What follows belongs to an exercise in optimizing a design on an open flow for small area; a production flow would make more cautious choices.
In this exercise RTL edits were held to simulation tests only and were not proved equivalent to the original.
Power and IR drop assume default switching activity.

==> flow/design.v, too long to show whole: its modules and the start of the top module <==
// module fa: 4 lines
// module mul3: 1596 lines
// module add32: 357 lines
// module multiple: 103 lines
module multiple(
 input iClk,
 input iReset_n,
 input iChipSelect_n,
 input iWrite_n,
 input iRead_n,
 input [3:0] iAddress,
 input [31:0] iData,
 output reg [31:0] oData
 );
  // ...
==> flow/run.sh <==
#!/bin/bash
# synth_recipe.tcl (not shown) runs the flow's synth.tcl, then flattens the netlist and writes it again
# the make line also repeats each setting of config.mk as NAME=value (left out here)
make -C /OpenROAD-flow-scripts/flow DESIGN_CONFIG=/design/flow/config.mk WORK_HOME=/design/flow/orfs CLKGATE_MAP_FILE= SYNTH_SCRIPT=/design/flow/synth_recipe.tcl finish
==> flow/config.mk <==
export PLATFORM = sky130hd
export DESIGN_NAME = multiple
export DESIGN_NICKNAME = multiple
export VERILOG_FILES = /design/flow/design.v
export SDC_FILE = /design/flow/constraint.sdc
export NUM_CORES = 4
export LEC_CHECK = 0
export CAP_MARGIN = 20
export CORE_MARGIN = 2
export CORE_UTILIZATION = 40
export SLEW_MARGIN = 20
export SYNTH_HIERARCHICAL = 1
==> flow/constraint.sdc <==
create_clock -name core_clock -period 9.0 [get_ports {iClk}]
set_input_delay 1.8000 -clock core_clock [delete_from_list [all_inputs] [get_ports {iClk}]]
set_output_delay 1.8000 -clock core_clock [all_outputs]
set_load 0.01 [all_outputs]
==> results by group, run 1 <==
Power
  – Max power group: combinational logic
  – Clock power frac: 0.245
  – Cell Int Power: around 3.4 mW
  – Switching Power: between 1.5 and 2 mW
  – Leakage Power: around 8.6 nW

Timing
  – Unrepaired setup endpoints after global routing: false
  – Final setup vio count: 0
  – Final setup skew: roughly 25 ps
  – Tmin final: 7480 ps
  – Tcrit/Tclk final: 0.831

Layout
  – Multi-input gate area: approximately 10000 um^2
  – Layout cell share with drive strength beyond 1: 0.115
  – Post-route design area: 21600 um^2
  – Multi-input combinational area share: 0.472

Floorplan
  – Die Y: 226 um
  – Tap cells: about 660
  – # IOs: 73

Place
  – Detailed Place HPWL: 35.9 mm

Route
  – Highest routed metal layer: met4
  – Via count: 11900
  – Met3 WL: 3.63 mm

Setup path
  – Critical Path Most Common Cell: fa_1
  – Crit path depth: 19
  – Worst-path fanout max: 10
  – Delay-heaviest family, CP: adder cells
  – Critical Path End Type: flop

Run status
  – Outcome: timing/DRC/antenna clean

Yosys
  – Post-Syn Nets: 1921
  – Post-Synth Simple-Gate Area: 0.0922
  – Top-area cell type share of the netlist area: 0.331
  – Dominant cell type by area after synthesis: edfxtp_1
  – Post-synth top cells: nor2_1 (327), fa_1 (238), edfxtp_1 (217)

CTS
  – Root buf cell: clkbuf_16
  – CTS sink count: 296
  – Longest Clk Path Bufs: 3
  – Reg clk slew, reported paths: 60 ps

Global routing
  – M3 GR Usage: 0.0432
  – Met2 Use GR: 0.316

Job
  – Maxcap violations: 0
==> module add32, before the edit <==
module add32(
  input [31:0] x, input [31:0] y,
  output [31:0] s
);
wire s1;
wire c2;
wire s3;
wire c4;
wire s5;
wire c6;
wire s7;
wire c8;
wire s9;
wire c10;
wire s11;
wire c12;
wire g13;
wire p14;
wire g15;
wire p16;
wire g17;
wire p18;
wire g19;
wire p20;
wire g21;
wire p22;
wire g23;
wire p24;
wire g25;
wire p26;
wire g27;
wire p28;
wire g29;
wire p30;
wire g31;
wire p32;
wire g33;
wire p34;
wire g35;
wire p36;
wire g37;
wire p38;
wire g39;
wire p40;
wire g41;
wire p42;
wire g43;
wire p44;
wire g45;
wire p46;
wire g47;
wire p48;
wire g49;
wire p50;
wire g51;
wire p52;
wire g53;
wire p54;
wire g55;
wire p56;
wire g57;
wire p58;
wire g59;
wire p60;
wire g61;
wire p62;
wire g63;
wire p64;
wire G65;
wire P66;
wire G67;
wire P68;
wire G69;
wire P70;
wire G71;
wire P72;
wire G73;
wire P74;
wire G75;
wire P76;
wire G77;
wire P78;
wire G79;
wire P80;
wire G81;
wire P82;
wire G83;
wire P84;
wire G85;
wire P86;
wire G87;
wire P88;
wire G89;
wire P90;
wire G91;
wire P92;
wire G93;
wire P94;
wire G95;
wire P96;
wire G97;
wire P98;
wire G99;
wire P100;
wire G101;
wire P102;
wire G103;
wire P104;
wire G105;
wire P106;
wire G107;
wire P108;
wire G109;
wire P110;
wire G111;
wire P112;
wire G113;
wire P114;
wire G115;
wire P116;
wire G117;
wire P118;
wire G119;
wire P120;
wire G121;
wire P122;
wire G123;
wire P124;
wire G125;
wire P126;
wire G127;
wire P128;
wire G129;
wire P130;
wire G131;
wire P132;
wire G133;
wire P134;
wire G135;
wire P136;
wire G137;
wire P138;
wire G139;
wire P140;
wire G141;
wire P142;
wire G143;
wire P144;
wire G145;
wire P146;
wire G147;
wire P148;
wire G149;
wire P150;
wire G151;
wire P152;
wire r153;
wire r154;
wire r155;
wire r156;
wire r157;
wire r158;
wire r159;
wire r160;
wire r161;
wire r162;
wire r163;
wire r164;
wire r165;
wire r166;
wire r167;
wire r168;
wire r169;
wire r170;
wire r171;
wire r172;
wire r173;
wire r174;
wire r175;
wire r176;
wire r177;
wire r178;
assign s1 = x[0] ^ y[0];
assign c2 = x[0] & y[0];
fa u4 (.a(x[1]), .b(y[1]), .c(c2), .s(s3), .co(c4));
fa u6 (.a(x[2]), .b(y[2]), .c(c4), .s(s5), .co(c6));
fa u8 (.a(x[3]), .b(y[3]), .c(c6), .s(s7), .co(c8));
fa u10 (.a(x[4]), .b(y[4]), .c(c8), .s(s9), .co(c10));
fa u12 (.a(x[5]), .b(y[5]), .c(c10), .s(s11), .co(c12));
assign g13 = x[6] & y[6];
assign p14 = x[6] ^ y[6];
assign g15 = x[7] & y[7];
assign p16 = x[7] ^ y[7];
assign g17 = x[8] & y[8];
assign p18 = x[8] ^ y[8];
assign g19 = x[9] & y[9];
assign p20 = x[9] ^ y[9];
assign g21 = x[10] & y[10];
assign p22 = x[10] ^ y[10];
assign g23 = x[11] & y[11];
assign p24 = x[11] ^ y[11];
assign g25 = x[12] & y[12];
assign p26 = x[12] ^ y[12];
assign g27 = x[13] & y[13];
assign p28 = x[13] ^ y[13];
assign g29 = x[14] & y[14];
assign p30 = x[14] ^ y[14];
assign g31 = x[15] & y[15];
assign p32 = x[15] ^ y[15];
assign g33 = x[16] & y[16];
assign p34 = x[16] ^ y[16];
assign g35 = x[17] & y[17];
assign p36 = x[17] ^ y[17];
assign g37 = x[18] & y[18];
assign p38 = x[18] ^ y[18];
assign g39 = x[19] & y[19];
assign p40 = x[19] ^ y[19];
assign g41 = x[20] & y[20];
assign p42 = x[20] ^ y[20];
assign g43 = x[21] & y[21];
assign p44 = x[21] ^ y[21];
assign g45 = x[22] & y[22];
assign p46 = x[22] ^ y[22];
assign g47 = x[23] & y[23];
assign p48 = x[23] ^ y[23];
assign g49 = x[24] & y[24];
assign p50 = x[24] ^ y[24];
assign g51 = x[25] & y[25];
assign p52 = x[25] ^ y[25];
assign g53 = x[26] & y[26];
assign p54 = x[26] ^ y[26];
assign g55 = x[27] & y[27];
assign p56 = x[27] ^ y[27];
assign g57 = x[28] & y[28];
assign p58 = x[28] ^ y[28];
assign g59 = x[29] & y[29];
assign p60 = x[29] ^ y[29];
assign g61 = x[30] & y[30];
assign p62 = x[30] ^ y[30];
assign g63 = x[31] & y[31];
assign p64 = x[31] ^ y[31];
assign G65 = g13 | (p14 & c12);
assign P66 = p14 & 1'b0;
assign G67 = g17 | (p18 & g15);
assign P68 = p18 & p16;
assign G69 = g21 | (p22 & g19);
assign P70 = p22 & p20;
assign G71 = g25 | (p26 & g23);
assign P72 = p26 & p24;
assign G73 = g29 | (p30 & g27);
assign P74 = p30 & p28;
assign G75 = g33 | (p34 & g31);
assign P76 = p34 & p32;
assign G77 = g37 | (p38 & g35);
assign P78 = p38 & p36;
assign G79 = g41 | (p42 & g39);
assign P80 = p42 & p40;
assign G81 = g45 | (p46 & g43);
assign P82 = p46 & p44;
assign G83 = g49 | (p50 & g47);
assign P84 = p50 & p48;
assign G85 = g53 | (p54 & g51);
assign P86 = p54 & p52;
assign G87 = g57 | (p58 & g55);
assign P88 = p58 & p56;
assign G89 = g61 | (p62 & g59);
assign P90 = p62 & p60;
assign G91 = G67 | (P68 & G65);
assign P92 = P68 & P66;
assign G93 = G71 | (P72 & G69);
assign P94 = P72 & P70;
assign G95 = G75 | (P76 & G73);
assign P96 = P76 & P74;
assign G97 = G79 | (P80 & G77);
assign P98 = P80 & P78;
assign G99 = G83 | (P84 & G81);
assign P100 = P84 & P82;
assign G101 = G87 | (P88 & G85);
assign P102 = P88 & P86;
assign G103 = G93 | (P94 & G91);
assign P104 = P94 & P92;
assign G105 = G97 | (P98 & G95);
assign P106 = P98 & P96;
assign G107 = G101 | (P102 & G99);
assign P108 = P102 & P100;
assign G109 = G105 | (P106 & G103);
assign P110 = P106 & P104;
assign G111 = G107 | (P108 & G109);
assign P112 = P108 & P110;
assign G113 = G95 | (P96 & G103);
assign P114 = P96 & P104;
assign G115 = G99 | (P100 & G109);
assign P116 = P100 & P110;
assign G117 = G69 | (P70 & G91);
assign P118 = P70 & P92;
assign G119 = G73 | (P74 & G103);
assign P120 = P74 & P104;
assign G121 = G77 | (P78 & G113);
assign P122 = P78 & P114;
assign G123 = G81 | (P82 & G109);
assign P124 = P82 & P110;
assign G125 = G85 | (P86 & G115);
assign P126 = P86 & P116;
assign G127 = G89 | (P90 & G111);
assign P128 = P90 & P112;
assign G129 = g15 | (p16 & G65);
assign P130 = p16 & P66;
assign G131 = g19 | (p20 & G91);
assign P132 = p20 & P92;
assign G133 = g23 | (p24 & G117);
assign P134 = p24 & P118;
assign G135 = g27 | (p28 & G103);
assign P136 = p28 & P104;
assign G137 = g31 | (p32 & G119);
assign P138 = p32 & P120;
assign G139 = g35 | (p36 & G113);
assign P140 = p36 & P114;
assign G141 = g39 | (p40 & G121);
assign P142 = p40 & P122;
assign G143 = g43 | (p44 & G109);
assign P144 = p44 & P110;
assign G145 = g47 | (p48 & G123);
assign P146 = p48 & P124;
assign G147 = g51 | (p52 & G115);
assign P148 = p52 & P116;
assign G149 = g55 | (p56 & G125);
assign P150 = p56 & P126;
assign G151 = g59 | (p60 & G111);
assign P152 = p60 & P112;
assign r153 = p14 ^ c12;
assign r154 = p16 ^ G65;
assign r155 = p18 ^ G129;
assign r156 = p20 ^ G91;
assign r157 = p22 ^ G131;
assign r158 = p24 ^ G117;
assign r159 = p26 ^ G133;
assign r160 = p28 ^ G103;
assign r161 = p30 ^ G135;
assign r162 = p32 ^ G119;
assign r163 = p34 ^ G137;
assign r164 = p36 ^ G113;
assign r165 = p38 ^ G139;
assign r166 = p40 ^ G121;
assign r167 = p42 ^ G141;
assign r168 = p44 ^ G109;
assign r169 = p46 ^ G143;
assign r170 = p48 ^ G123;
assign r171 = p50 ^ G145;
assign r172 = p52 ^ G115;
assign r173 = p54 ^ G147;
assign r174 = p56 ^ G125;
assign r175 = p58 ^ G149;
assign r176 = p60 ^ G111;
assign r177 = p62 ^ G151;
assign r178 = p64 ^ G127;
assign s = {r178, r177, r176, r175, r174, r173, r172, r171, r170, r169, r168, r167, r166, r165, r164, r163, r162, r161, r160, r159, r158, r157, r156, r155, r154, r153, s11, s9, s7, s5, s3, s1};
endmodule
==> module multiple, before the edit <==
module multiple(
 input iClk,
 input iReset_n,
 input iChipSelect_n,
 input iWrite_n,
 input iRead_n,
 input [3:0] iAddress,
 input [31:0] iData,
 output reg [31:0] oData
 );
	reg [31:0] a, b, c, d;
	reg za, zb, zc, zd;
	reg [3:0] control;
	wire wr = ~iChipSelect_n & ~iWrite_n;
	wire rd = ~iChipSelect_n & ~iRead_n;
	always @(posedge iClk, negedge iReset_n)
		if (~iReset_n) begin
			za <= 1'b1; zb <= 1'b1; zc <= 1'b1; zd <= 1'b1;
			control <= 4'd0;
		end else if (wr) begin
			case (iAddress)
			4'd0: za <= 1'b0;
			4'd1: zb <= 1'b0;
			4'd2: zc <= 1'b0;
			4'd3: zd <= 1'b0;
			4'd4: control <= iData[3:0];
			default: ;
			endcase
		end
	reg pac;
	always @(posedge iClk)
		if (wr) begin
			case (iAddress)
			4'd0: begin a <= iData; pac <= 1'b1; end
			4'd1: begin b <= iData; pac <= 1'b0; end
			4'd2: begin c <= iData; pac <= 1'b1; end
			4'd3: begin d <= iData; pac <= 1'b0; end
			default: ;
			endcase
		end
	wire [15:0] nx = ~(pac ? a[15:0] : b[15:0]);
	wire [15:0] ny = ~(pac ? c[15:0] : d[15:0]);
	wire [31:0] m16;
	wire [7:0] m8h;
	wire [3:0] m4h;
	mul3 mul(.nx(nx), .ny(ny), .p16(m16), .p8h(m8h), .p4h(m4h));
	reg [31:0] ac16, bd16;
	reg [7:0] ac8h, bd8h;
	reg [3:0] ac4h, bd4h;
	reg zac, zbd;
	always @(posedge iClk) begin
		if (pac) begin
			ac16 <= m16; ac8h <= m8h; ac4h <= m4h;
		end else begin
			bd16 <= m16; bd8h <= m8h; bd4h <= m4h;
		end
	end
	always @(posedge iClk, negedge iReset_n)
		if (~iReset_n) begin
			zac <= 1'b1; zbd <= 1'b1;
		end else begin
			zac <= za | zc; zbd <= zb | zd;
		end
	reg hd, rn, md1, md0;
	always @(posedge iClk) begin
		hd <= control[2] & control[3] & control[1] & ~control[0];
		rn <= control[2] & control[3];
		md1 <= control[1];
		md0 <= control[0];
	end
	function [31:0] msel(input [31:0] p16, input [7:0] p8h, input [3:0] p4h, input z);
		msel = z ? 32'd0 : {p16[31:16] & {16{md1}},
		                    md0 ? (md1 ? p16[15:8] : p8h) : 8'd0,
		                    md0 ? p16[7:4] : p4h,
		                    p16[3:0]};
	endfunction
	wire [31:0] sum;
	add32 add(.x(msel(ac16, ac8h, ac4h, zac)), .y(msel(bd16, bd8h, bd4h, zbd)), .s(sum));
	reg [31:0] rst;
	reg vst;
	wire [31:0] res = hd ? rst : sum;
	wire val = hd ? vst : rn;
	always @(posedge iClk) begin
		rst <= res;
		vst <= val;
	end
	wire vis = control[2] & val;
	always @(posedge iClk, negedge iReset_n)
		if (~iReset_n)
			oData <= 32'd0;
		else if (rd) begin
			case (iAddress)
			4'd0: oData <= za ? 32'd0 : a;
			4'd1: oData <= zb ? 32'd0 : b;
			4'd2: oData <= zc ? 32'd0 : c;
			4'd3: oData <= zd ? 32'd0 : d;
			4'd4: oData[3:0] <= control;
			4'd5: oData <= vis ? res : 32'd0;
			4'd6: oData[1:0] <= {2{vis}};
			default: ;
			endcase
		end
endmodule
==> run 2, diff against run 1 <==
--- a/flow/design.v
+++ b/flow/design.v
@@ -1614,18 +1614,18 @@
 wire c10;
 wire s11;
 wire c12;
-wire g13;
-wire p14;
-wire g15;
-wire p16;
-wire g17;
-wire p18;
-wire g19;
-wire p20;
-wire g21;
-wire p22;
-wire g23;
-wire p24;
+wire s13;
+wire c14;
+wire s15;
+wire c16;
+wire s17;
+wire c18;
+wire s19;
+wire c20;
+wire s21;
+wire c22;
+wire s23;
+wire c24;
 wire g25;
 wire p26;
 wire g27;
@@ -1732,54 +1732,26 @@
 wire P128;
 wire G129;
 wire P130;
-wire G131;
-wire P132;
-wire G133;
-wire P134;
-wire G135;
-wire P136;
-wire G137;
-wire P138;
-wire G139;
-wire P140;
-wire G141;
-wire P142;
-wire G143;
-wire P144;
-wire G145;
-wire P146;
-wire G147;
-wire P148;
-wire G149;
-wire P150;
-wire G151;
-wire P152;
-wire r153;
-wire r154;
-wire r155;
-wire r156;
-wire r157;
-wire r158;
-wire r159;
-wire r160;
-wire r161;
-wire r162;
-wire r163;
-wire r164;
-wire r165;
-wire r166;
-wire r167;
-wire r168;
-wire r169;
-wire r170;
-wire r171;
-wire r172;
-wire r173;
-wire r174;
-wire r175;
-wire r176;
-wire r177;
-wire r178;
+wire r131;
+wire r132;
+wire r133;
+wire r134;
+wire r135;
+wire r136;
+wire r137;
+wire r138;
+wire r139;
+wire r140;
+wire r141;
+wire r142;
+wire r143;
+wire r144;
+wire r145;
+wire r146;
+wire r147;
+wire r148;
+wire r149;
+wire r150;
 assign s1 = x[0] ^ y[0];
 assign c2 = x[0] & y[0];
 fa u4 (.a(x[1]), .b(y[1]), .c(c2), .s(s3), .co(c4));
@@ -1787,18 +1759,12 @@
 fa u8 (.a(x[3]), .b(y[3]), .c(c6), .s(s7), .co(c8));
 fa u10 (.a(x[4]), .b(y[4]), .c(c8), .s(s9), .co(c10));
 fa u12 (.a(x[5]), .b(y[5]), .c(c10), .s(s11), .co(c12));
-assign g13 = x[6] & y[6];
-assign p14 = x[6] ^ y[6];
-assign g15 = x[7] & y[7];
-assign p16 = x[7] ^ y[7];
-assign g17 = x[8] & y[8];
-assign p18 = x[8] ^ y[8];
-assign g19 = x[9] & y[9];
-assign p20 = x[9] ^ y[9];
-assign g21 = x[10] & y[10];
-assign p22 = x[10] ^ y[10];
-assign g23 = x[11] & y[11];
-assign p24 = x[11] ^ y[11];
+fa u14 (.a(x[6]), .b(y[6]), .c(c12), .s(s13), .co(c14));
+fa u16 (.a(x[7]), .b(y[7]), .c(c14), .s(s15), .co(c16));
+fa u18 (.a(x[8]), .b(y[8]), .c(c16), .s(s17), .co(c18));
+fa u20 (.a(x[9]), .b(y[9]), .c(c18), .s(s19), .co(c20));
+fa u22 (.a(x[10]), .b(y[10]), .c(c20), .s(s21), .co(c22));
+fa u24 (.a(x[11]), .b(y[11]), .c(c22), .s(s23), .co(c24));
 assign g25 = x[12] & y[12];
 assign p26 = x[12] ^ y[12];
 assign g27 = x[13] & y[13];
@@ -1839,121 +1805,93 @@
 assign p62 = x[30] ^ y[30];
 assign g63 = x[31] & y[31];
 assign p64 = x[31] ^ y[31];
-assign G65 = g13 | (p14 & c12);
-assign P66 = p14 & 1'b0;
-assign G67 = g17 | (p18 & g15);
-assign P68 = p18 & p16;
-assign G69 = g21 | (p22 & g19);
-assign P70 = p22 & p20;
-assign G71 = g25 | (p26 & g23);
-assign P72 = p26 & p24;
-assign G73 = g29 | (p30 & g27);
-assign P74 = p30 & p28;
-assign G75 = g33 | (p34 & g31);
-assign P76 = p34 & p32;
-assign G77 = g37 | (p38 & g35);
-assign P78 = p38 & p36;
-assign G79 = g41 | (p42 & g39);
-assign P80 = p42 & p40;
-assign G81 = g45 | (p46 & g43);
-assign P82 = p46 & p44;
-assign G83 = g49 | (p50 & g47);
-assign P84 = p50 & p48;
-assign G85 = g53 | (p54 & g51);
-assign P86 = p54 & p52;
-assign G87 = g57 | (p58 & g55);
-assign P88 = p58 & p56;
-assign G89 = g61 | (p62 & g59);
-assign P90 = p62 & p60;
-assign G91 = G67 | (P68 & G65);
-assign P92 = P68 & P66;
-assign G93 = G71 | (P72 & G69);
-assign P94 = P72 & P70;
-assign G95 = G75 | (P76 & G73);
-assign P96 = P76 & P74;
-assign G97 = G79 | (P80 & G77);
-assign P98 = P80 & P78;
-assign G99 = G83 | (P84 & G81);
-assign P100 = P84 & P82;
-assign G101 = G87 | (P88 & G85);
-assign P102 = P88 & P86;
-assign G103 = G93 | (P94 & G91);
-assign P104 = P94 & P92;
-assign G105 = G97 | (P98 & G95);
-assign P106 = P98 & P96;
-assign G107 = G101 | (P102 & G99);
-assign P108 = P102 & P100;
-assign G109 = G105 | (P106 & G103);
-assign P110 = P106 & P104;
-assign G111 = G107 | (P108 & G109);
-assign P112 = P108 & P110;
-assign G113 = G95 | (P96 & G103);
-assign P114 = P96 & P104;
-assign G115 = G99 | (P100 & G109);
-assign P116 = P100 & P110;
-assign G117 = G69 | (P70 & G91);
-assign P118 = P70 & P92;
-assign G119 = G73 | (P74 & G103);
-assign P120 = P74 & P104;
-assign G121 = G77 | (P78 & G113);
-assign P122 = P78 & P114;
-assign G123 = G81 | (P82 & G109);
-assign P124 = P82 & P110;
-assign G125 = G85 | (P86 & G115);
-assign P126 = P86 & P116;
-assign G127 = G89 | (P90 & G111);
-assign P128 = P90 & P112;
-assign G129 = g15 | (p16 & G65);
-assign P130 = p16 & P66;
-assign G131 = g19 | (p20 & G91);
-assign P132 = p20 & P92;
-assign G133 = g23 | (p24 & G117);
-assign P134 = p24 & P118;
-assign G135 = g27 | (p28 & G103);
-assign P136 = p28 & P104;
-assign G137 = g31 | (p32 & G119);
-assign P138 = p32 & P120;
-assign G139 = g35 | (p36 & G113);
-assign P140 = p36 & P114;
-assign G141 = g39 | (p40 & G121);
-assign P142 = p40 & P122;
-assign G143 = g43 | (p44 & G109);
-assign P144 = p44 & P110;
-assign G145 = g47 | (p48 & G123);
-assign P146 = p48 & P124;
-assign G147 = g51 | (p52 & G115);
-assign P148 = p52 & P116;
-assign G149 = g55 | (p56 & G125);
-assign P150 = p56 & P126;
-assign G151 = g59 | (p60 & G111);
-assign P152 = p60 & P112;
-assign r153 = p14 ^ c12;
-assign r154 = p16 ^ G65;
-assign r155 = p18 ^ G129;
-assign r156 = p20 ^ G91;
-assign r157 = p22 ^ G131;
-assign r158 = p24 ^ G117;
-assign r159 = p26 ^ G133;
-assign r160 = p28 ^ G103;
-assign r161 = p30 ^ G135;
-assign r162 = p32 ^ G119;
-assign r163 = p34 ^ G137;
-assign r164 = p36 ^ G113;
-assign r165 = p38 ^ G139;
-assign r166 = p40 ^ G121;
-assign r167 = p42 ^ G141;
-assign r168 = p44 ^ G109;
-assign r169 = p46 ^ G143;
-assign r170 = p48 ^ G123;
-assign r171 = p50 ^ G145;
-assign r172 = p52 ^ G115;
-assign r173 = p54 ^ G147;
-assign r174 = p56 ^ G125;
-assign r175 = p58 ^ G149;
-assign r176 = p60 ^ G111;
-assign r177 = p62 ^ G151;
-assign r178 = p64 ^ G127;
-assign s = {r178, r177, r176, r175, r174, r173, r172, r171, r170, r169, r168, r167, r166, r165, r164, r163, r162, r161, r160, r159, r158, r157, r156, r155, r154, r153, s11, s9, s7, s5, s3, s1};
+assign G65 = g25 | (p26 & c24);
+assign P66 = p26 & 1'b0;
+assign G67 = g29 | (p30 & g27);
+assign P68 = p30 & p28;
+assign G69 = g33 | (p34 & g31);
+assign P70 = p34 & p32;
+assign G71 = g37 | (p38 & g35);
+assign P72 = p38 & p36;
+assign G73 = g41 | (p42 & g39);
+assign P74 = p42 & p40;
+assign G75 = g45 | (p46 & g43);
+assign P76 = p46 & p44;
+assign G77 = g49 | (p50 & g47);
+assign P78 = p50 & p48;
+assign G79 = g53 | (p54 & g51);
+assign P80 = p54 & p52;
+assign G81 = g57 | (p58 & g55);
+assign P82 = p58 & p56;
+assign G83 = g61 | (p62 & g59);
+assign P84 = p62 & p60;
+assign G85 = G67 | (P68 & G65);
+assign P86 = P68 & P66;
+assign G87 = G71 | (P72 & G69);
+assign P88 = P72 & P70;
+assign G89 = G75 | (P76 & G73);
+assign P90 = P76 & P74;
+assign G91 = G79 | (P80 & G77);
+assign P92 = P80 & P78;
+assign G93 = G83 | (P84 & G81);
+assign P94 = P84 & P82;
+assign G95 = G87 | (P88 & G85);
+assign P96 = P88 & P86;
+assign G97 = G91 | (P92 & G89);
+assign P98 = P92 & P90;
+assign G99 = G97 | (P98 & G95);
+assign P100 = P98 & P96;
+assign G101 = G89 | (P90 & G95);
+assign P102 = P90 & P96;
+assign G103 = G93 | (P94 & G99);
+assign P104 = P94 & P100;
+assign G105 = G69 | (P70 & G85);
+assign P106 = P70 & P86;
+assign G107 = G73 | (P74 & G95);
+assign P108 = P74 & P96;
+assign G109 = G77 | (P78 & G101);
+assign P110 = P78 & P102;
+assign G111 = G81 | (P82 & G99);
+assign P112 = P82 & P100;
+assign G113 = g27 | (p28 & G65);
+assign P114 = p28 & P66;
+assign G115 = g31 | (p32 & G85);
+assign P116 = p32 & P86;
+assign G117 = g35 | (p36 & G105);
+assign P118 = p36 & P106;
+assign G119 = g39 | (p40 & G95);
+assign P120 = p40 & P96;
+assign G121 = g43 | (p44 & G107);
+assign P122 = p44 & P108;
+assign G123 = g47 | (p48 & G101);
+assign P124 = p48 & P102;
+assign G125 = g51 | (p52 & G109);
+assign P126 = p52 & P110;
+assign G127 = g55 | (p56 & G99);
+assign P128 = p56 & P100;
+assign G129 = g59 | (p60 & G111);
+assign P130 = p60 & P112;
+assign r131 = p26 ^ c24;
+assign r132 = p28 ^ G65;
+assign r133 = p30 ^ G113;
+assign r134 = p32 ^ G85;
+assign r135 = p34 ^ G115;
+assign r136 = p36 ^ G105;
+assign r137 = p38 ^ G117;
+assign r138 = p40 ^ G95;
+assign r139 = p42 ^ G119;
+assign r140 = p44 ^ G107;
+assign r141 = p46 ^ G121;
+assign r142 = p48 ^ G101;
+assign r143 = p50 ^ G123;
+assign r144 = p52 ^ G109;
+assign r145 = p54 ^ G125;
+assign r146 = p56 ^ G99;
+assign r147 = p58 ^ G127;
+assign r148 = p60 ^ G111;
+assign r149 = p62 ^ G129;
+assign r150 = p64 ^ G103;
+assign s = {r150, r149, r148, r147, r146, r145, r144, r143, r142, r141, r140, r139, r138, r137, r136, r135, r134, r133, r132, r131, s23, s21, s19, s17, s15, s13, s11, s9, s7, s5, s3, s1};
 endmodule
 module multiple(
  input iClk,
@@ -2001,22 +1939,25 @@
 	wire [7:0] m8h;
 	wire [3:0] m4h;
 	mul3 mul(.nx(nx), .ny(ny), .p16(m16), .p8h(m8h), .p4h(m4h));
-	reg [31:0] ac16, bd16;
-	reg [7:0] ac8h, bd8h;
-	reg [3:0] ac4h, bd4h;
-	reg zac, zbd;
+	reg pacd;
+	reg [31:0] l16, o16;
+	reg [7:0] l8h, o8h;
+	reg [3:0] l4h, o4h;
+	wire sw = pac ^ pacd;
 	always @(posedge iClk) begin
-		if (pac) begin
-			ac16 <= m16; ac8h <= m8h; ac4h <= m4h;
-		end else begin
-			bd16 <= m16; bd8h <= m8h; bd4h <= m4h;
+		pacd <= pac;
+		l16 <= m16; l8h <= m8h; l4h <= m4h;
+		if (sw) begin
+			o16 <= l16; o8h <= l8h; o4h <= l4h;
 		end
 	end
+	reg zl, zo;
 	always @(posedge iClk, negedge iReset_n)
 		if (~iReset_n) begin
-			zac <= 1'b1; zbd <= 1'b1;
+			zl <= 1'b1; zo <= 1'b1;
 		end else begin
-			zac <= za | zc; zbd <= zb | zd;
+			zl <= pac ? (za | zc) : (zb | zd);
+			zo <= pac ? (zb | zd) : (za | zc);
 		end
 	reg hd, rn, md1, md0;
 	always @(posedge iClk) begin
@@ -2031,11 +1972,10 @@
 		                    md0 ? p16[7:4] : p4h,
 		                    p16[3:0]};
 	endfunction
-	wire [31:0] sum;
-	add32 add(.x(msel(ac16, ac8h, ac4h, zac)), .y(msel(bd16, bd8h, bd4h, zbd)), .s(sum));
 	reg [31:0] rst;
 	reg vst;
-	wire [31:0] res = hd ? rst : sum;
+	wire [31:0] res;
+	add32 add(.x(hd ? rst : msel(l16, l8h, l4h, zl)), .y(msel(o16, o8h, o4h, zo | hd)), .s(res));
 	wire val = hd ? vst : rn;
 	always @(posedge iClk) begin
 		rst <= res;
--- a/flow/config.mk
+++ b/flow/config.mk
@@ -8,5 +8,7 @@
 export CAP_MARGIN = 20
 export CORE_MARGIN = 2
 export CORE_UTILIZATION = 40
+export CTS_CLUSTER_DIAMETER = 120
+export CTS_CLUSTER_SIZE = 26
 export SLEW_MARGIN = 20
 export SYNTH_HIERARCHICAL = 1
==> results by group, run 2 <==
Route
  – Routed WL: 47.4 mm (was 48.8 mm)
  – Via count: 11600 (was 11900)
  – Initial DRC count: 776 (was 864)
  – Drc violations: 0 (unchanged)
  – Vias/cell: 5.55 (was 5.35)
  – Avg WL per Cell: 22.7 um (was 21.9 um)
  – DRT antenna net count: 0 (unchanged)
  – Drt first pass iters: 8 (was 5)

Yosys
  – Most frequent cell after synthesis: nor2_1 (unchanged)
  – Register area share after synthesis: 0.418 (was 0.422)
  – Post-Syn Instances: 1516 (was 1571)
  – Netlist area before placement: 18900 um^2 (was 19700 um^2)
  – Dominant cell type by area after synthesis: edfxtp_1 (unchanged)
  – Post-synth top cells: nor2_1 (311), fa_1 (241), edfxtp_1 (173) (was nor2_1 (327), fa_1 (238), edfxtp_1 (217))
  – Synth async-reset ratio: 0.141 (was 0.142)
  – Leading post-synthesis cells by cell area: edfxtp_1 (27%), fa_1 (26%), dfxtp_1 (8.7%), nor2_1 (6.2%), dfrtp_1 (4.8%) (was edfxtp_1 (33%), fa_1 (24%), nor2_1 (6.2%), dfrtp_1 (4.6%), ha_1 (4.5%))
  – Number of flops mapped to enable cells by yosys: 173 (was 217)
  – Top-area cell type share of the netlist area: 0.275 (was 0.331)
  – Post-Syn Nets: 1863 (was 1921)
  – Yosys warning count: 7 (unchanged)
  – Synth Register Bits: 297 (was 296)
  – Synth unique cells: 63 (was 65)
  – Syn avg cell area: 12.5 um^2 (about the same)
  – Main synth FF type: edfxtp_1 (unchanged)

Layout
  – Inserted Diodes: 0 (was 1)
  – Register area: 7900 um^2 (was 8320 um^2)
  – Area grow syn2layout: 6.87% (was 9.89%)
  – Multi-input gate area: 9870 um^2 (was 10200 um^2)
  – Fin nets: 1824 (was 1890)
  – Commonest non-fill, non-tap cells in the layout: nor2_1 (306), fa_1 (241), edfxtp_1 (173), dfxtp_1 (82), clkdlybuf4s50_1 (71) (was nor2_1 (324), fa_1 (238), edfxtp_1 (217), ha_1 (71), clkdlybuf4s50_1 (71))
  – Commonest non-fill, non-tap cell in the layout: nor2_1 (unchanged)
  – Fill cells: 4233 (was 4454)
  – Layout cell share with drive strength beyond 1: 0.0781 (was 0.115)

Setup path
  – Worst Setup Start Kind: flop (unchanged)
  – Worst Setup SP: hd (was pac)
  – Worst-path fanout max: 21 (was 10)
  – Reg-to-reg critical path startpoint: hd (was pac)
  – Crit path kind: reg2reg (unchanged)
  – Critical Path End Type: flop (unchanged)
  – Critical Path RT: 9410 ps (was 9310 ps)
  – Arrival time worst endpoint: 8380 ps (was 7790 ps)

Timing
  – Final setup skew: 10.1 ps (was 25.1 ps)
  – Tcrit/Tclk final: 0.886 (was 0.831)
  – Final setup vio count: 0 (unchanged)
  – Unrepaired setup endpoints after global routing: false (unchanged)
  – Setup tns final: 0 ps (unchanged)
  – Final setup margin: 1020 ps (was 1520 ps)
  – Slew HR: 0.348 (was 0.227)
  – Fin. max-slew vios: 0 (unchanged)
  – F_max: 125 MHz (was 134 MHz)
  – Final hold vios: 0 (unchanged)
  – Worst Tran Pin Value: 976 ps (was 1130 ps)
  – Tmin final: 7980 ps (was 7480 ps)

Min path
  – Worst hold path type: reg2reg (unchanged)
  – Hold Path Origin: control[0] (was control[1])

Floorplan
  – Area of the core: 46600 um^2 (was 48700 um^2)
  – Initial core utilization: 0.406 (was 0.404)
  – Die Area: 49000 um^2 (was 51000 um^2)
  – Die width: 221 um (was 226 um)
  – # IOs: 73 (unchanged)
  – Die Y: 221 um (was 226 um)
  – Row cnt: 79 (was 81)

Global routing
  – Vias in the first global route: 12800 (was 12400)
  – Global-route usage over all layers: 0.199 (was 0.196)
  – Pin count of the biggest net entering global routing: 57 (was 46)
  – First-pass GRT wire length: 75.6 mm (was 74.7 mm)
  – Grt total ovfl: 0 (unchanged)
  – Initial antenna violation count: 3 (was 2)

Place
  – DP Worst Slack: 881 ps (was 1540 ps)
  – Input/output buffers: 72 (unchanged)
  – Routability-driven placement congestion ratio: 0.834 (was 0.913)
  – Detailed Place HPWL: 35.4 mm (was 35.9 mm)

CTS
  – CTS tree: done (unchanged)
  – Hold Buf Count CTS: 0 (unchanged)
  – Root buf cell: clkbuf_16 (unchanged)
  – CTS Buf Count: 15 (was 30)
  – Post-CTS setup-driven buffer insertion count: 0 (unchanged)
  – Post-CTS sizing: 0 (unchanged)
  – Worst-Skew Late Latency: 490 ps (was 580 ps)
  – CTS HTree Levels: 1 (unchanged)
  – Reg clk slew, reported paths: 100 ps (was 60 ps)
  – CTS sink count: 297 (was 296)
  – Longest Clk Path Bufs: 3 (unchanged)

Run status
  – Outcome: timing/DRC/antenna clean (unchanged)

Power
  – VDD IR max: 155 uV (was 201 uV)
  – Power Total: 4.20 mW (was 5.23 mW)
  – Power density over the cells: 208 nW/um^2 (was 242 nW/um^2)
  – Leakage Power: 8.10 nW (was 8.56 nW)

Job
  – Maxcap violations: 0 (unchanged)
-- run 2: final cells by class --
cell class	count	area share
clock buffer	23	0.0201
clock inverter	2	0.000991
inverter	40	0.00743
multi-input combinational	1000	0.489
sequential	297	0.391
tap	607	0.0376
timing repair buffer	123	0.0544
-- run 2: report_power, final --
| part | switching, mW | total [mW] | internal (mW) | leakage [nW] |
|---|---|---|---|---|
| Combinational | 0.951 | 1.66 | 0.704 | 5.15 |
| Sequential | 0.117 | 1.80 | 1.69 | 2.75 |
| Clock | 0.424 | 0.745 | 0.320 | 0.204 |
-- run 2: per-stage QoR --
stage / util / std cells / instance area [um^2] / hold WS, ps
3_5_place_dp: 0.425 / 2067 / 19800 / 407
6_report: 0.434 / 2092 / 20200 / 427
2_1_floorplan: - / 1516 / 18900 / 346
5_1_grt: 0.434 / 2092 / 20200 / 430
4_1_cts: 0.434 / 2092 / 20200 / 427
3_3_place_gp: 0.425 / 2067 / 19800 / 414
-- run 2: modules after synthesis, one instance, submodules excluded --
module    flops+latches  cells
multiple            297    665
mul3                  0    505
add32                 0    131
fa                    0      1
-- run 2: logic make-up after synthesis --
logic type,after synthesis,synth area share
AOI/OAI and AO/OA,206,0.0848
xor gates and xnor gates,25,0.0116
adders and majority gates,306,0.298
buffers and inverters,219,0.0635
DFF,297,0.418
muxes,61,0.0326
and+or+nand+nor,402,0.0917
-- run 2: per-layer routing --
| metal | part of all wire | vias up | wire (um) | global-route usage |
|---|---|---|---|---|
| met1 | 0.43 | 6127 | 20200 | 0.269 |
| met5 | 0.00080 | - | 38 | 0 |
| li1 | - | 5037 | - | - |
| met3 | 0.052 | 86 | 2470 | 0.0222 |
| met4 | 0.029 | 6 | 1370 | 0.0537 |
| met2 | 0.49 | 356 | 23400 | 0.341 |
-- run 2: critical path: stages, from the launching register on --
cell and delay [ps]:
dfxtp_1 340, buf_4 260, nor2_2 200, and2_1 210
ha_1 200, fa_1 390, fa_1 400, fa_1 400
fa_1 400, fa_1 390, fa_1 390, fa_1 380
fa_1 390, fa_1 390, fa_1 390, fa_1 390
fa_1 440, a211oi_2 280, o211ai_1 150, nand2_1 110
o21ai_1 100, a21o_1 210, a21o_1 180, fa_1 370
xor2_1 170, a22oi_1 110, a31oi_1 240
-- run 2: path summary, 6_finish.rpt --
| check | end | slack, ps | cells past startpoint |
|---|---|---|---|
| worst max-delay path | oData[26] | 1020 | 26 |
| worst min-delay path | md0 | 430 | 0 |
| worst max register to register | oData[26] | 1020 | 26 |
| worst min register to register | md0 | 430 | 0 |
| max in group asynchronous | oData[12] | 7130 | 2 |
| min in group asynchronous | oData[7] | 1430 | 2 |
==> run 3, diff against run 2 <==
--- a/flow/config.mk
+++ b/flow/config.mk
@@ -10,5 +10,6 @@
 export CORE_UTILIZATION = 40
 export CTS_CLUSTER_DIAMETER = 120
 export CTS_CLUSTER_SIZE = 26
+export GPL_TIMING_DRIVEN = 0
 export SLEW_MARGIN = 20
 export SYNTH_HIERARCHICAL = 1
==> results by group, run 3 <==
Run status
  – Outcome: timing/DRC/antenna clean (unchanged)

Layout
  – Fill cells: 4171 (was 4233)
  – Post-route design area: 21000 um^2 (was 20200 um^2)
  – Finished Core Util: 0.451 (was 0.434)
  – Inserted Diodes: 0 (unchanged)
  – Number of cells in the finished layout apart from fillers: 2225 (was 2092)
  – Layout cell share with drive strength beyond 1: 0.108 (was 0.0781)
  – Commonest non-fill, non-tap cell in the layout: nor2_1 (unchanged)
  – Commonest non-fill, non-tap cells in the layout: nor2_1 (307), fa_1 (241), edfxtp_1 (173), dfxtp_1 (82), clkbuf_1 (80) (was nor2_1 (306), fa_1 (241), edfxtp_1 (173), dfxtp_1 (82), clkdlybuf4s50_1 (71))
  – Fin nets: 1957 (was 1824)
  – Area grow syn2layout: 11.1% (was 6.87%)

Setup path
  – Crit path cell chain: buf_2 > mux2i_1 > clkbuf_1 > clkbuf_1 > nor2_1 > fa_1 > fa_1 > fa_1 > fa_1 > fa_1 > fa_1 > fa_1 > ha_1 > a21oi_1 > o21ai_2 > o2111ai_2 > o21ai_2 > a211oi_2 > o21ai_1 > fa_1 > xor2_1 > buf_4
  – Worst-path fanout max: 11 (was 21)
  – Critical Path RT: 9410 ps (about the same)
  – Max incr delay on CP: 860 ps (was 440 ps)
  – Slowest CP cell: edfxtp_1 (was fa_1)
  – Worst Setup Start Kind: flop (unchanged)
  – Crit path depth: 22 (was 26)
  – Arrival time worst endpoint: 8870 ps (was 8380 ps)
  – Critical Path Most Common Cell: fa_1 (unchanged)
  – Delay-heaviest family, CP: adder cells (unchanged)
  – Reg-to-reg critical path startpoint: pac (was hd)
  – Critical Path End Type: flop (unchanged)
  – Crit Reg-Reg Endpoint: l16[30] (was oData[26])
  – Worst Reg-to-Reg Cells: 22 (was 26)
  – Reg2Reg Setup Slack: 540 ps (was 1020 ps)
  – Worst Path Buf+Inv: 4 (was 1)
  – Crit path kind: reg2reg (unchanged)

Route
  – Vias/cell: 5.45 (was 5.55)
  – Initial DRC count: 952 (was 776)
  – Highest routed metal layer: met4 (was met5)
  – Avg WL per Cell: 22.3 um (was 22.7 um)
  – DRT antenna net count: 0 (unchanged)
  – Met2 wire length: 24.6 mm (was 23.4 mm)
  – Met3 WL: 2.29 mm (was 2.47 mm)
  – WL met1: 21.2 mm (was 20.2 mm)
  – Drt first pass iters: 8 (unchanged)
  – Via count: 12100 (was 11600)
  – Routed WL: 49.7 mm (was 47.4 mm)
  – Drc violations: 0 (unchanged)

CTS
  – Worst-Skew Late Latency: 500 ps (was 490 ps)
  – Post-CTS setup-driven buffer insertion count: 0 (unchanged)
  – Reg clk slew, reported paths: 100 ps (about the same)
  – Root buf cell: clkbuf_16 (unchanged)
  – CTS Buf Count: 15 (unchanged)
  – Longest Clk Path Bufs: 3 (unchanged)
  – CTS tree: done (unchanged)
  – CTS sink count: 297 (unchanged)
  – CTS HTree Levels: 1 (unchanged)

Timing
  – Hold WS: 436 ps (was 427 ps)
  – Tcrit/Tclk final: 0.940 (was 0.886)
  – Slew HR: 0.478 (was 0.348)
  – Final setup vio count: 0 (unchanged)
  – Setup tns final: 0 ps (unchanged)
  – Fin. max-slew vios: 0 (unchanged)
  – Final hold vios: 0 (unchanged)
  – Worst Tran Pin Value: 784 ps (was 976 ps)
  – Unrepaired setup endpoints after global routing: false (unchanged)
  – F_max: 118 MHz (was 125 MHz)
  – Final setup skew: 14.6 ps (was 10.1 ps)
  – Final setup margin: 544 ps (was 1020 ps)
  – Tmin final: 8460 ps (was 7980 ps)

Yosys
  – Synth async-reset ratio: 0.141 (unchanged)
  – Syn avg cell area: 12.5 um^2 (unchanged)
  – Synth Register Bits: 297 (unchanged)
  – Yosys warning count: 7 (unchanged)
  – Post-synth top cells: nor2_1 (311), fa_1 (241), edfxtp_1 (173) (unchanged)
  – Register area share after synthesis: 0.418 (unchanged)
  – Most frequent cell after synthesis: nor2_1 (unchanged)
  – Post-Syn Instances: 1516 (unchanged)
  – Synth unique cells: 63 (unchanged)
  – Main synth FF type: edfxtp_1 (unchanged)
  – Top-area cell type share of the netlist area: 0.275 (unchanged)
  – Dominant cell type by area after synthesis: edfxtp_1 (unchanged)
  – Leading post-synthesis cells by cell area: edfxtp_1 (27%), fa_1 (26%), dfxtp_1 (8.7%), nor2_1 (6.2%), dfrtp_1 (4.8%) (unchanged)
  – Number of flops mapped to enable cells by yosys: 173 (unchanged)
  – Post-Syn Nets: 1863 (unchanged)
  – Netlist area before placement: 18900 um^2 (unchanged)

Job
  – Maxcap violations: 0 (unchanged)

Power
  – VDD IR max: 139 uV (was 155 uV)
  – Power Total: 4.62 mW (was 4.20 mW)
  – Leakage Power: 8.51 nW (was 8.10 nW)
  – Power density over the cells: 220 nW/um^2 (was 208 nW/um^2)

Floorplan
  – Area of the core: 46600 um^2 (unchanged)
  – # IOs: 73 (unchanged)
  – Die Y: 221 um (unchanged)
  – Row cnt: 79 (unchanged)
  – Initial core utilization: 0.406 (unchanged)
  – Die Area: 49000 um^2 (unchanged)
  – Die width: 221 um (unchanged)

Min path
  – Worst hold path type: reg2reg (unchanged)
  – WHS Endpoint: o16[10] (was md0)
  – Min-Delay Path Depth: 0 (unchanged)
  – Hold Path Origin: l16[10] (was control[0])

Global routing
  – Vias in the first global route: 13400 (was 12800)
  – Global-route usage over all layers: 0.205 (was 0.199)
  – Pin count of the biggest net entering global routing: 43 (was 57)
  – Initial antenna violation count: 0 (was 3)
  – First-pass GRT wire length: 77.5 mm (was 75.6 mm)
  – Grt total ovfl: 0 (unchanged)

Place
  – Post-Place Cell Area: 20600 um^2 (was 19800 um^2)
  – Routability-driven placement congestion ratio: 0.886 (was 0.834)
  – Detailed Place HPWL: 38.8 mm (was 35.4 mm)
  – Placed Cells incl. Taps: 2201 (was 2067)
  – DP Worst Slack: 335 ps (was 881 ps)
  – Input/output buffers: 71 (was 72)
run 3: cell counts after synthesis:
Identical to the previous run, type by type.
run 3: routing by layer:
| metal | vias up | global-route usage |
|---|---|---|
| met2 | 386 | 0.350 |
| met5 | - | 0 |
| met1 | 6338 | 0.274 |
| met4 | 0 | 0.0660 |
| li1 | 5305 | - |
| met3 | 92 | 0.0246 |
run 3: final cells by class:
type                       count  area (um^2)  area share
tap                          607          759      0.0362
clock buffer                  23          405      0.0193
buffer                       178         1050      0.0498
clock inverter                 2         20.0    0.000953
inverter                      40          150     0.00715
timing repair buffer          78          866      0.0412
sequential                   297         7900       0.376
multi-input combinational   1000         9860       0.469
run 3: what timing repair did:
item / 4_1_cts / 5_1_grt
hold buffers: 0 / 0
endpoints found under the hold margin: 0 / 0
resized for setup: 0 / 0
endpoints found under the setup margin: 0 / 5
run 3: logic make-up after synthesis:
| group | share of synthesized area |
|---|---|
| mux | 0.0326 |
| buf+inv | 0.0635 |
| xor+xnor | 0.0116 |
| fa+ha+maj | 0.298 |
| flops | 0.418 |
| simple gates | 0.0917 |
| compound gates | 0.0848 |
run 3: worst max-delay path by stage:
| stage | from | end | slack, ps |
|---|---|---|---|
| after CTS | pac | l16[30] | 290 |
| after global placement | pac | l16[30] | 450 |
| after detailed placement | pac | l16[30] | 340 |
| after floorplan | zo | oData[26] | 1470 |
| final | pac | l16[30] | 540 |
| after global routing | pac | l16[30] | 170 |
run 3: Yosys stat by module, one instance, submodules excluded:
| module | cells | flip-flops and latches | cell area, um^2 | copies in the design |
|---|---|---|---|---|
| multiple | 665 | 297 | 10500 | 1 |
| mul3 | 505 | 0 | 2940 | 1 |
| add32 | 131 | 0 | 1120 | 1 |
| fa | 1 | 0 | 20.0 | 215 |
run 3: power by group:
group	switching [mW]	total [mW]	internal, mW
Clock	0.424	0.744	0.320
Combinational	1.02	2.08	1.07
Sequential	0.103	1.79	1.69
Total	1.54	4.62	3.08
==> run 4, diff against run 3 <==
--- a/flow/config.mk
+++ b/flow/config.mk
@@ -7,9 +7,9 @@
 export LEC_CHECK = 0
 export CAP_MARGIN = 20
 export CORE_MARGIN = 2
-export CORE_UTILIZATION = 40
+export CORE_UTILIZATION = 60
 export CTS_CLUSTER_DIAMETER = 120
 export CTS_CLUSTER_SIZE = 26
-export GPL_TIMING_DRIVEN = 0
+export PLACE_DENSITY = 0.72
 export SLEW_MARGIN = 20
 export SYNTH_HIERARCHICAL = 1
==> results by group, run 4 <==
Floorplan
  – Die Y: 182 um (was 221 um)
  – Die Area: 32900 um^2 (was 49000 um^2)
  – Die width: 182 um (was 221 um)
  – Row cnt: 64 (was 79)
  – Area of the core: 30800 um^2 (was 46600 um^2)
  – # IOs: 73 (unchanged)
  – Initial core utilization: 0.613 (was 0.406)

Yosys
  – Yosys warning count: 7 (unchanged)
  – Number of flops mapped to enable cells by yosys: 173 (unchanged)
  – Most frequent cell after synthesis: nor2_1 (unchanged)
  – Leading post-synthesis cells by cell area: edfxtp_1 (27%), fa_1 (26%), dfxtp_1 (8.7%), nor2_1 (6.2%), dfrtp_1 (4.8%) (unchanged)
  – Dominant cell type by area after synthesis: edfxtp_1 (unchanged)
  – Main synth FF type: edfxtp_1 (unchanged)
  – Netlist area before placement: 18900 um^2 (unchanged)
  – Synth unique cells: 63 (unchanged)
  – Post-Syn Instances: 1516 (unchanged)
  – Syn avg cell area: 12.5 um^2 (unchanged)
  – Synth async-reset ratio: 0.141 (unchanged)
  – Post-Syn Nets: 1863 (unchanged)
  – Register area share after synthesis: 0.418 (unchanged)
  – Top-area cell type share of the netlist area: 0.275 (unchanged)
  – Post-synth top cells: nor2_1 (311), fa_1 (241), edfxtp_1 (173) (unchanged)
  – Synth Register Bits: 297 (unchanged)

Min path
  – WHS Endpoint: md0 (was o16[10])
  – Hold Path Origin: control[0] (was l16[10])
  – Min-Delay Path Depth: 0 (unchanged)
  – Worst hold path type: reg2reg (unchanged)

Global routing
  – Grt total ovfl: 0 (unchanged)
  – First-pass GRT wire length: 72.8 mm (was 77.5 mm)
  – Vias in the first global route: 12900 (was 13400)
  – Initial antenna violation count: 2 (was 0)
  – Global-route usage over all layers: 0.291 (was 0.205)
  – Pin count of the biggest net entering global routing: 57 (was 43)

Timing
  – Final hold vios: 0 (unchanged)
  – Tmin final: 8050 ps (was 8460 ps)
  – Slew HR: 0.284 (was 0.478)
  – Final setup skew: 13.3 ps (was 14.6 ps)
  – Final setup vio count: 0 (unchanged)
  – Hold WS: 438 ps (was 436 ps)
  – Worst Tran Pin Value: 1040 ps (was 784 ps)
  – Setup tns final: 0 ps (unchanged)
  – F_max: 124 MHz (was 118 MHz)
  – Fin. max-slew vios: 0 (unchanged)
  – Unrepaired setup endpoints after global routing: false (unchanged)
  – Tcrit/Tclk final: 0.894 (was 0.940)

Setup path
  – Reg-to-reg critical path startpoint: zo (was pac)
  – Worst Reg-to-Reg Cells: 26 (was 22)
  – Reg2Reg Setup Slack: 950 ps (was 540 ps)
  – Worst-path fanout max: 17 (was 11)
  – Max incr delay on CP: 580 ps (was 860 ps)
  – Arrival time worst endpoint: 8470 ps (was 8870 ps)
  – Critical Path End Type: flop (unchanged)
  – Critical Path Most Common Cell: fa_1 (unchanged)
  – Worst Setup Start Kind: flop (unchanged)
  – Crit path kind: reg2reg (unchanged)
  – Crit Reg-Reg Endpoint: oData[26] (was l16[30])
  – Critical Path RT: 9420 ps (was 9410 ps)
  – Slowest CP cell: dfstp_2 (was edfxtp_1)

Route
  – Vias/cell: 6.26 (was 5.45)
  – Routed WL: 45.6 mm (was 49.7 mm)
  – Initial DRC count: 1068 (was 952)
  – Avg WL per Cell: 24.3 um (was 22.3 um)
  – Drt first pass iters: 6 (was 8)
  – Via count: 11800 (was 12100)
  – Drc violations: 0 (unchanged)
  – DRT antenna net count: 0 (unchanged)

Run status
  – Outcome: timing/DRC/antenna clean (unchanged)

CTS
  – CTS sink count: 297 (unchanged)
  – Hold Buf Count CTS: 0 (unchanged)
  – Worst-Skew Late Latency: 500 ps (about the same)
  – CTS Buf Count: 15 (unchanged)
  – CTS HTree Levels: 1 (unchanged)
  – Reg clk slew, reported paths: 110 ps (was 100 ps)
  – Post-CTS sizing: 0 (unchanged)
  – Longest Clk Path Bufs: 3 (unchanged)
  – CTS tree: done (unchanged)
  – Root buf cell: clkbuf_16 (unchanged)
  – Post-CTS setup-driven buffer insertion count: 0 (unchanged)

Power
  – Leakage Power: 8.10 nW (was 8.51 nW)
  – VDD IR max: 153 uV (was 139 uV)
  – Power density over the cells: 210 nW/um^2 (was 220 nW/um^2)

Layout
  – Area grow syn2layout: 5.68% (was 11.1%)
  – Fill cells: 2241 (was 4171)
  – Commonest non-fill, non-tap cell in the layout: nor2_1 (unchanged)
  – Commonest non-fill, non-tap cells in the layout: nor2_1 (307), fa_1 (241), edfxtp_1 (173), dfxtp_1 (82), clkdlybuf4s50_1 (71) (was nor2_1 (307), fa_1 (241), edfxtp_1 (173), dfxtp_1 (82), clkbuf_1 (80))
  – Post-route design area: 20000 um^2 (was 21000 um^2)
  – Fin nets: 1822 (was 1957)
  – Finished Core Util: 0.648 (was 0.451)
  – Layout cell share with drive strength beyond 1: 0.0762 (was 0.108)

Place
  – Detailed Place HPWL: 33.2 mm (was 38.8 mm)
  – Routability-driven placement congestion ratio: 0.924 (was 0.886)
  – Post-Place Cell Area: 19500 um^2 (was 20600 um^2)
  – Input/output buffers: 72 (was 71)

Job
  – Maxcap violations: 0 (unchanged)
==> run 4: cell count changes in the layout (fill, tap and decap cells not counted), moves of 3 or more <==
cell	previous run	this run
clkbuf_1	80	9
buf_1	3	0
buf_2	17	1
buf_6	9	0
buf_4	78	44
buf_16	3	0
==> run 4: cell families after synthesis <==
family / synth area share
compound gates: 0.0848
xor+xnor: 0.0116
fa+ha+maj: 0.298
buf+inv: 0.0635
flops: 0.418
mux: 0.0326
simple gates: 0.0917
==> run 4: how the worst max path moves through the flow <==
| stage | start | to | slack, ps | cells after the start |
|---|---|---|---|---|
| 3_3_place_gp | zo | oData[26] | 1150 | 26 |
| 6_report | zo | oData[26] | 950 | 26 |
| 2_1_floorplan | zo | oData[26] | 1470 | 27 |
| 5_1_grt | zo | oData[26] | 640 | 26 |
| 3_5_place_dp | zo | oData[26] | 970 | 26 |
| 4_1_cts | zo | oData[26] | 960 | 26 |
==> run 4: cell type report <==
type,count,area (um^2),share of cell area
antenna,1,2.50,0.000125
clock buffer,24,409,0.0205
clock inverter,1,16.3,0.000814
inverter,40,150,0.00752
multi-input combinational,1000,9880,0.494
sequential,297,7900,0.395
tap,396,495,0.0248
timing repair buffer,121,1130,0.0567
==> run 4: metrics by stage <==
step | instances | setup slack, ps | power, mW
2_1_floorplan | 1516 | 1470 | 3.32
3_3_place_gp | 1849 | 1150 | 3.43
3_5_place_dp | 1852 | 965 | 3.48
4_1_cts | 1877 | 958 | 4.21
5_1_grt | 1880 | 639 | 4.49
6_report | 1880 | 951 | 4.20
==> run 4: power breakdown <==
group | switching [mW] | internal [mW] | total, mW
clock | 0.421 | 0.322 | 0.743
sequential | 0.119 | 1.69 | 1.81
combinational | 0.946 | 0.705 | 1.65
==> run 4: per-module statistics from Yosys, one instance, submodules excluded <==
module / cell area (um^2) / cells inside / flops+latches / copies in the design
multiple: 10500 / 665 / 297 / 1
mul3: 2940 / 505 / 0 / 1
add32: 1120 / 131 / 0 / 1
fa: 20.0 / 1 / 0 / 215
==> run 4: critical path: cells and delay by family, from the launching register on <==
| family | cells | cell delay, ps |
|---|---|---|
| compound gates | 7 | 1270 |
| xor+xnor | 1 | 170 |
| fa+ha+maj | 14 | 5350 |
| buf+inv | 1 | 200 |
| simple gates | 3 | 390 |
| flops | 1 | 580 |
==> run 4: metal layers <==
metal / global-route usage / part of all wire
met1: 0.403 / 0.40
met2: 0.475 / 0.48
met3: 0.0568 / 0.085
met4: 0.0842 / 0.029
met5: 0 / 0.00029
==> run 5, diff against run 4 <==
--- a/flow/config.mk
+++ b/flow/config.mk
@@ -7,9 +7,6 @@
 export LEC_CHECK = 0
 export CAP_MARGIN = 20
 export CORE_MARGIN = 2
-export CORE_UTILIZATION = 60
-export CTS_CLUSTER_DIAMETER = 120
-export CTS_CLUSTER_SIZE = 26
-export PLACE_DENSITY = 0.72
+export CORE_UTILIZATION = 40
 export SLEW_MARGIN = 20
 export SYNTH_HIERARCHICAL = 1
==> results by group, run 5 <==
Run status
  – Outcome: timing/DRC/antenna clean (unchanged)

Timing
  – Tmin final: 7960 ps (was 8050 ps)
  – F_max: 126 MHz (was 124 MHz)
  – Fin. max-slew vios: 0 (unchanged)
  – Final setup vio count: 0 (unchanged)
  – Hold WS: 419 ps (was 438 ps)
  – Final setup skew: 16.7 ps (was 13.3 ps)
  – Slew HR: 0.350 (was 0.284)
  – Final hold vios: 0 (unchanged)
  – Tcrit/Tclk final: 0.885 (was 0.894)
  – Setup tns final: 0 ps (unchanged)
  – Unrepaired setup endpoints after global routing: false (unchanged)
  – Worst Tran Pin Value: 948 ps (was 1040 ps)

Floorplan
  – Initial core utilization: 0.406 (was 0.613)
  – Die Area: 49000 um^2 (was 32900 um^2)
  – # IOs: 73 (unchanged)
  – Die width: 221 um (was 182 um)
  – Area of the core: 46600 um^2 (was 30800 um^2)
  – Row cnt: 79 (was 64)
  – Die Y: 221 um (was 182 um)

Route
  – Vias/cell: 5.51 (was 6.26)
  – Avg WL per Cell: 22.6 um (was 24.3 um)
  – Initial DRC count: 802 (was 1068)
  – Routed WL: 47.9 mm (was 45.6 mm)
  – Drc violations: 0 (unchanged)
  – Drt first pass iters: 6 (unchanged)
  – DRT antenna net count: 0 (unchanged)
  – Via count: 11700 (was 11800)

Yosys
  – Most frequent cell after synthesis: nor2_1 (unchanged)
  – Leading post-synthesis cells by cell area: edfxtp_1 (27%), fa_1 (26%), dfxtp_1 (8.7%), nor2_1 (6.2%), dfrtp_1 (4.8%) (unchanged)
  – Top-area cell type share of the netlist area: 0.275 (unchanged)
  – Synth async-reset ratio: 0.141 (unchanged)
  – Register area share after synthesis: 0.418 (unchanged)
  – Syn avg cell area: 12.5 um^2 (unchanged)
  – Post-synth top cells: nor2_1 (311), fa_1 (241), edfxtp_1 (173) (unchanged)
  – Main synth FF type: edfxtp_1 (unchanged)
  – Number of flops mapped to enable cells by yosys: 173 (unchanged)
  – Post-Syn Nets: 1863 (unchanged)
  – Netlist area before placement: 18900 um^2 (unchanged)
  – Dominant cell type by area after synthesis: edfxtp_1 (unchanged)
  – Post-Syn Instances: 1516 (unchanged)
  – Synth Register Bits: 297 (unchanged)
  – Synth unique cells: 63 (unchanged)
  – Yosys warning count: 7 (unchanged)

CTS
  – Reg clk slew, reported paths: 60 ps (was 110 ps)
  – Root buf cell: clkbuf_16 (unchanged)
  – Post-CTS sizing: 0 (unchanged)
  – CTS tree: done (unchanged)
  – Post-CTS setup-driven buffer insertion count: 0 (unchanged)
  – CTS HTree Levels: 1 (unchanged)
  – CTS sink count: 297 (unchanged)
  – Longest Clk Path Bufs: 3 (unchanged)
  – CTS Buf Count: 30 (was 15)
  – Worst-Skew Late Latency: 550 ps (was 500 ps)
  – Hold Buf Count CTS: 0 (unchanged)

Setup path
  – Delay-heaviest family, CP: adder cells (unchanged)
  – Critical Path End Type: flop (unchanged)
  – Crit Reg-Reg Endpoint: oData[26] (unchanged)
  – Reg2Reg Setup Slack: 1040 ps (was 950 ps)
  – Crit path kind: reg2reg (unchanged)
  – Worst Reg-to-Reg Cells: 26 (unchanged)
  – Worst Path Buf+Inv: 1 (unchanged)
  – Critical Path Most Common Cell: fa_1 (unchanged)
  – Slowest CP cell: fa_1 (was dfstp_2)
  – Worst Setup SP: hd (was zo)
  – Worst-path fanout max: 21 (was 17)
  – Arrival time worst endpoint: 8360 ps (was 8470 ps)
  – Critical Path RT: 9390 ps (was 9420 ps)
  – Crit path depth: 26 (unchanged)
  – Setup crit end: oData[26] (unchanged)
  – Reg-to-reg critical path startpoint: hd (was zo)
  – Worst Setup Start Kind: flop (unchanged)
  – Max incr delay on CP: 440 ps (was 580 ps)

Place
  – Input/output buffers: 72 (unchanged)
  – Routability-driven placement congestion ratio: 0.834 (was 0.924)
  – Detailed Place HPWL: 35.4 mm (was 33.2 mm)

Job
  – Maxcap violations: 0 (unchanged)

Layout
  – Multi-input gate area: 9870 um^2 (was 9880 um^2)
  – Commonest non-fill, non-tap cell in the layout: nor2_1 (unchanged)
  – Area grow syn2layout: 10.1% (was 5.68%)
  – Fill cells: 4191 (was 2241)
  – Inserted Diodes: 0 (was 1)
  – Layout cell share with drive strength beyond 1: 0.0950 (was 0.0762)
  – Register area: 7900 um^2 (unchanged)
  – Fin nets: 1839 (was 1822)
  – Commonest non-fill, non-tap cells in the layout: nor2_1 (306), fa_1 (241), edfxtp_1 (173), dfxtp_1 (82), clkdlybuf4s50_1 (71) (was nor2_1 (307), fa_1 (241), edfxtp_1 (173), dfxtp_1 (82), clkdlybuf4s50_1 (71))

Power
  – Power density over the cells: 228 nW/um^2 (was 210 nW/um^2)
  – Leakage Power: 8.40 nW (was 8.10 nW)
  – VDD IR max: 174 uV (was 153 uV)

Global routing
  – Vias in the first global route: 13000 (was 12900)
  – Global-route usage over all layers: 0.201 (was 0.291)
  – Grt total ovfl: 0 (unchanged)
  – Pin count of the biggest net entering global routing: 57 (unchanged)
  – Initial antenna violation count: 2 (unchanged)
  – First-pass GRT wire length: 76.2 mm (was 72.8 mm)

Min path
  – Hold Path Origin: control[0] (unchanged)
  – Worst hold path type: reg2reg (unchanged)
-- run 5: power by group --
part	total [mW]	internal (mW)	switching [mW]
Clock	1.29	0.779	0.510
Sequential	1.81	1.69	0.116
Combinational	1.66	0.705	0.951
Total	4.75	3.17	1.58
-- run 5: how the worst min path moves through the flow --
stage                     endpoint  cells past startpoint
final                          md0                      0
after global routing           md0                      0
after CTS                      md1                      0
after detailed placement       md1                      0
after global placement         md0                      0
after floorplan               pacd                      0
-- run 5: layout make-up --
cell class / instances / area share
multi-input cells: 1000 / 0.474
flip-flops and latches: 297 / 0.379
repair buffers: 123 / 0.0528
clock buffers: 46 / 0.0438
well taps: 607 / 0.0365
inverters: 40 / 0.00721
clock inverters: 10 / 0.00595
-- run 5: per-module statistics from Yosys, one instance, submodules excluded --
module,cells inside,copies in the design,flops+latches,area (um^2)
multiple,665,1,297,10500
mul3,505,1,0,2940
fa,1,215,0,20.0
add32,131,1,0,1120
-- run 5: metal layers --
metal | GRT usage | up-vias | wire (um)
met5 | 0 | - | 38
li1 | - | 5088 | -
met4 | 0.0615 | 6 | 1610
met3 | 0.0248 | 104 | 2660
met2 | 0.343 | 389 | 23400
met1 | 0.269 | 6110 | 20200
-- run 5: through the flow --
step / utilization / area [um^2] / std cells / setup WS (ps) / total power, mW
global route: 0.447 / 20800 / 2123 / 688 / 5.06
global placement: 0.425 / 19800 / 2067 / 1050 / 3.48
finish: 0.447 / 20800 / 2123 / 1040 / 4.75
CTS: 0.447 / 20800 / 2123 / 880 / 4.81
detailed placement: 0.425 / 19800 / 2067 / 881 / 3.52
floorplan: - / 18900 / 1516 / 1470 / 3.32
-- run 5: cell families after synthesis --
kind of cell,after synthesis,synth area share
adders and majority gates,306,0.298
xor gates and xnor gates,25,0.0116
and+or+nand+nor,402,0.0917
AOI/OAI and AO/OA,206,0.0848
DFF,297,0.418
buffers and inverters,219,0.0635
muxes,61,0.0326

==> re-timing with driven ports <==
The flow's constraints put no driver on any port. The routed layouts listed below were extracted and timed again, unchanged, in two steps.
Step 1 sets driving cells, clkbuf_16 on the clock port and buf_2 on the other inputs (assumed; they add their load-dependent delay and slew).
Step 2 adds t to the input delays and takes it off the output delays; t is the mean of the earliest and latest rising clock arrival at the registers after step 1. Input paths then give back, and output paths get back, about the clock's delay inside the block.
Three values: ideal ports, drivers, drivers and shift; two values: the first two.
run | t (ns) | setup WS [ns] | hold WS [ns] | latest minus earliest clock arrival (ns) | pins driven straight from the clock port
run 1 | 0.619 | 1.523 / 1.523 / 1.523 | 0.455 / 0.455 / 0.455 | 0.026 / 0.026 | 1
run 2 | 0.536 | 1.024 / 1.024 / 1.024 | 0.427 / 0.427 / 0.427 | 0.011 / 0.011 | 1
run 3 | 0.544 | 0.544 / 0.544 / 0.544 | 0.436 / 0.436 / 0.436 | 0.016 / 0.017 | 1
run 4 | 0.538 | 0.951 / 0.951 / 0.951 | 0.438 / 0.438 / 0.438 | 0.014 / 0.014 | 1
run 5 | 0.595 | 1.036 / 1.036 / 1.036 | 0.419 / 0.419 / 0.419 | 0.019 / 0.020 | 1
After both steps setup and hold are still met in every run listed.
